This design comes from an exercise in tuning for small area on the open sky130 flow, not from production work.
Function was checked by simulation only, so behaviour that the tests miss may differ from the original.
Power is estimated from default activity; no workload was simulated.

==> flow/design.v (outline; a module is shown in full before it is edited, if it fits) <==
// module tetromino_offsets: 89 lines
// module tetromino_cell0: 41 lines
// module tetromino_rotate_datum: 100 lines
// module seven_permute: 169 lines
// module text_display: 244 lines
// module score_display: 159 lines
// module vga_sync: 82 lines
// module tetris_top: 1120 lines
module tetris_top(
    input clk,  
    input reset_n,  
    input [3:0] usr_btn,
    input [3:0] usr_sw,
    output [3:0] usr_led,
    output VGA_HSYNC, VGA_VSYNC,
    output [3:0] VGA_RED, VGA_GREEN, VGA_BLUE
);
  // ...
==> flow/run.sh <==
#!/bin/bash
# synth_recipe.tcl (not shown) runs the flow's synth.tcl, then flattens the netlist and writes it again
# the make line also repeats each setting of config.mk as NAME=value (left out here)
make -C /OpenROAD-flow-scripts/flow DESIGN_CONFIG=/design/flow/config.mk WORK_HOME=/design/flow/orfs CLKGATE_MAP_FILE= SYNTH_SCRIPT=/design/flow/synth_recipe.tcl finish
==> flow/config.mk <==
export PLATFORM = sky130hd
export DESIGN_NAME = tetris_top
export DESIGN_NICKNAME = tetris_top
export VERILOG_FILES = /design/flow/design.v
export SDC_FILE = /design/flow/constraint.sdc
export NUM_CORES = 4
export LEC_CHECK = 0
export CAP_MARGIN = 5
export CORE_MARGIN = 2
export CORE_UTILIZATION = 45
export CTS_BUF_LIST = sky130_fd_sc_hd__clkbuf_8
export PLACE_DENSITY = 0.6
export SLEW_MARGIN = 5
==> flow/constraint.sdc <==
create_clock -name core_clock -period 28.0 [get_ports {clk}]
set_input_delay 5.6000 -clock core_clock [delete_from_list [all_inputs] [get_ports {clk}]]
set_output_delay 5.6000 -clock core_clock [all_outputs]
set_load 0.01 [all_outputs]
==> metrics.csv, run 1 <==
metric,value,unit
met1 Usage GRT,0.404,
CP startpoint kind,flop,
Hold Fails Final Rpt,0,
RR Startpoint,test_state[1],
Post-Place Cells,7196,
Max-area cell class,flip-flops and latches,
Fillers,11600,
worst slew pin tran,1.30,ns
Vias/cell,6.38,
top sig layer,met5,
Post-DP Area,58800,µm²
flip-flop and latch area,27800,µm²
post-route setup TNS,0,ns
Largest register FFs,660,
Clk power,1460,µW
multi-input logic cell count,4188,
Comb group,272,µW
Setup CP Type,flop to flop,
cts bufs inserted,173,
DR iter-0 viols,6498,
Place WS,6.23,ns
worst path bufs/invs,3,
Signal buf overhead,0.0180,
Clock Power Share,0.434,
Synth top area share,0.396,
Seq cells post-synth,1015,
status,no timing/DRC/antenna violations,
Post-CTS Setup Bufs,0,
PortBufs,25,
fraction of area in multi-input gates,0.431,
Worst slew margin,0.134,
critical path cell sequence,or3_1 > a221oi_2 > nor2_4 > buf_4 > buf_4 > nor3_1 > buf_4 > a221o_1 > o31ai_1 > o21ai_0 > or3_1 > nor4_1 > a311oi_2 > nor2_1 > o311ai_1 > a311oi_1 > o21ai_1,
initial core utilization,0.453,
unique cell type count in the Yosys netlist,107,
worst hold endpoint,DAS_cnt[4],
CTS tree,yes,
post-synthesis compound-gate area fraction,0.188,
==> run 2: changes to the inputs <==
==> flow/config.mk (replaced) <==
export PLATFORM = sky130hd
export DESIGN_NAME = tetris_top
export DESIGN_NICKNAME = tetris_top
export VERILOG_FILES = /design/flow/design.v
export SDC_FILE = /design/flow/constraint.sdc
export NUM_CORES = 4
export LEC_CHECK = 0
export CAP_MARGIN = 20
export CORE_MARGIN = 2
export CORE_UTILIZATION = 45
export PLACE_DENSITY = 0.6
export SLEW_MARGIN = 20
==> metrics.csv, run 2 <==
metric,value,unit,change
status,no timing/DRC/antenna violations,,
RSZ-0062 raised after global routing,no,,
CTS tree,yes,,
pwr/cell area,55.6,nW/µm²,
max_cap viols,0,,
Vias/cell,6.42,,+0.58%
largest net degree at the start of global routing,109,,
clock skew,0.0692,ns,
Final Setup Violations,0,,
Critical Path Source,test_state[1],,
sequential share of power,0.465,,
DIE WIDTH,360,µm,
Routability Congestion,0.921,,
CTS max path bufs,3,,
fraction of synthesis flops using an asynchronous set or reset pin,0,,
initial core utilization,0.453,,unchanged
"count leader, synth",edfxtp_1,,
initial antenna violation count,4,,
core area,126000,µm²,
die area,129000,µm²,
share of post-route cells with drive strength above 1,0.0778,,
post-synthesis adder-cell area fraction,0.0503,,
post-CTS sizing,0,,
R2R Setup Slk,6.41,ns,
Net Sw Power,892,µW,
DP HPWL,130000,µm,
worst path required time,28.59,ns,
Synth Flop Type,edfxtp_1,,
worst reg2reg path endpoint,rgb_reg[4],,
crit path max fanout,40,,
Final ANT Viol Nets,0,,
Worst Hold Launch,DAS_cnt[4],,
number of global-route vias before repair,44900,,
Worst Setup End Kind,flop,,
multiplexer share of the synthesized area,0.0358,,
"most common cell after layout, fill and taps aside",edfxtp_1,,
site row count,130,,
most frequent cells in the layout,"edfxtp_1, nor2_1, nand2_1, a21oi_1, inv_1",,
DR iter-0 viols,5989,,-7.8%
I/O pin count,28,,
global-route wire length before repair,291000,µm,
combinational share of power,0.077,,
Setup CP Type,flop to flop,,
"Slew Viols, Final",0,,
GRT Util Overall,0.294,,
Syn. warnings,14,,
CP Capture Point,rgb_reg[4],,
Worst-path clk slew,0.06,ns,
Mapped Cells,5766,,
cts bufs inserted,110,,-36%
clock root buffer,clkbuf_16,,
hold_buf cts,0,,
Hold/Removal Path Class,flop to flop,,
CTS sink count,1015,,
Die Span Y,360,µm,
simple-gate share of the synthesized area,0.166,,
htree depth,3,,
cell count of the worst reg-to-reg path,18,,
Vias,48100,,
met1 Usage GRT,0.400,,-0.00464
worst skew pair latency,0.78,ns,
post-synthesis compound-gate area fraction,0.188,,unchanged
Avg Inst Size Synth,9.87,µm²,
worst slew pin tran,1.22,ns,-0.0831 ns
dominant cell type by area after synthesis,edfxtp_1,,
crit path DAT,22.18,ns,
fin util,0.503,,
Lkg Pwr,0.0215,µW,
WHS,0.438,ns,
sequential area share after synthesis,0.489,,
area delta synth->final,10.9,%,
GRT overflow,0,,
XOR/XNOR share of the synthesized area,0.0313,,
switch share,0.254,,
GRT met2 Usage,0.456,,
Synth top area share,0.396,,unchanged
Mapped Area,56900,µm²,
Fillers,11500,,-0.95%
Routed WL per cell,26.2,µm,
final WL,197000,µm,
drt pass-1 iters,6,,
Worst slew margin,0.187,,+0.0534
Largest register FFs,660,,unchanged
RR Startpoint,test_state[1],,
post-route setup TNS,0,ns,unchanged
Post-CTS Setup Bufs,0,,unchanged
Power Internal,2610,µW,
synth top area cells,"edfxtp_1, dfxtp_1, nor2_1",,
Hold Fails Final Rpt,0,,unchanged
Post-synth EDFFs,751,,
Commonest cells post-synth,"edfxtp_1, nor2_1, nand2_1, a21oi_1, dfxtp_1",,
Nets,5982,,
Seq cells post-synth,1015,,unchanged
Clock Power Share,0.458,,+0.024
CP startpoint kind,flop,,
PortBufs,25,,unchanged
VDD IR max,0.0000542,V,
GR Layer Usage met3,0.0704,,
DRC viols,0,,
Syn Nets,5994,,
unique cell type count in the Yosys netlist,107,,unchanged
combinational family with the most area after synthesis,compound AO/OA/AOI/OAI gates,,
GRT Max-Usage Layer,met2,,
[run 2: layer usage]
metal  vias to the layer above  share of wire
li1                      21600              -
met5                         -        0.00027
met2                      2598           0.44
met4                         8          0.040
met3                       463           0.10
met1                     23500           0.41
[run 2: metrics by stage]
step / power (µW) / cells / worst slack, ns / area [µm²]
3_5_place_dp: 1940 / 7196 / 6.22 / 58800
4_1_cts: 3510 / 7495 / 6.72 / 63100
6_report: 3510 / 7500 / 6.41 / 63100
3_3_place_gp: 1940 / 7196 / 6.26 / 58800
5_1_grt: 3610 / 7497 / 6.35 / 63100
2_1_floorplan: 1850 / 5766 / 6.54 / 56900
[run 2: critical path, stage by stage (launching register included)]
cell and delay, ns:
dfxtp_1 0.60, or3_1 0.68, a221oi_4 0.16, buf_4 0.24, nor2_4 0.55, buf_4 0.69
buf_4 0.57, mux2_4 0.36, a222oi_1 0.32, a31oi_1 0.34, nor4_1 0.37, o2111ai_1 0.29
nor4_4 0.63, o22ai_1 0.44, ha_1 0.35, o21a_1 0.11, o221a_2 0.29, o2111ai_1 0.29
a21oi_1 0.10
[run 2: layout make-up]
| cell class | instances | area [µm²] | share of cell area |
|---|---|---|---|
| Tap cell | 1650 | 2060 | 0.0327 |
| Clock inverter | 161 | 1160 | 0.0184 |
| Sequential cell | 1015 | 27800 | 0.441 |
| Timing Repair Buffer | 143 | 1170 | 0.0185 |
| Inverter | 201 | 757 | 0.0120 |
| Clock buffer | 139 | 3070 | 0.0487 |
| Multi-Input combinational cell | 4188 | 27000 | 0.428 |
| Antenna cell | 3 | 7.51 | 0.000119 |
[run 2: worst min-delay path by stage]
stage	end	slack, ns	cells past startpoint
CTS	DAS_cnt[4]	0.44	2
global placement	cnt_frame[0]	0.43	1
floorplan	ph_p	0.40	1
global route	DAS_cnt[4]	0.47	2
detailed placement	DAS_cnt[4]	0.43	2
finish	DAS_cnt[4]	0.44	2
[run 2: power groups by stage]
stage	clock, µW	combinational [µW]	sequential, µW
6_report	1610	272	1630
2_1_floorplan	20.6	187	1650
5_1_grt	1690	292	1630
3_3_place_gp	20.6	261	1660
4_1_cts	1620	265	1630
3_5_place_dp	20.6	263	1660
[run 2: cell families after synthesis]
kind of cell             Yosys count
AO/OA/AOI/OAI                   1549
XOR/XNOR                         199
adder cells (fa/ha/maj)          218
buffers and inverters            563
flip-flops                      1015
multiplexers                     191
AND/OR/NAND/NOR                 2031
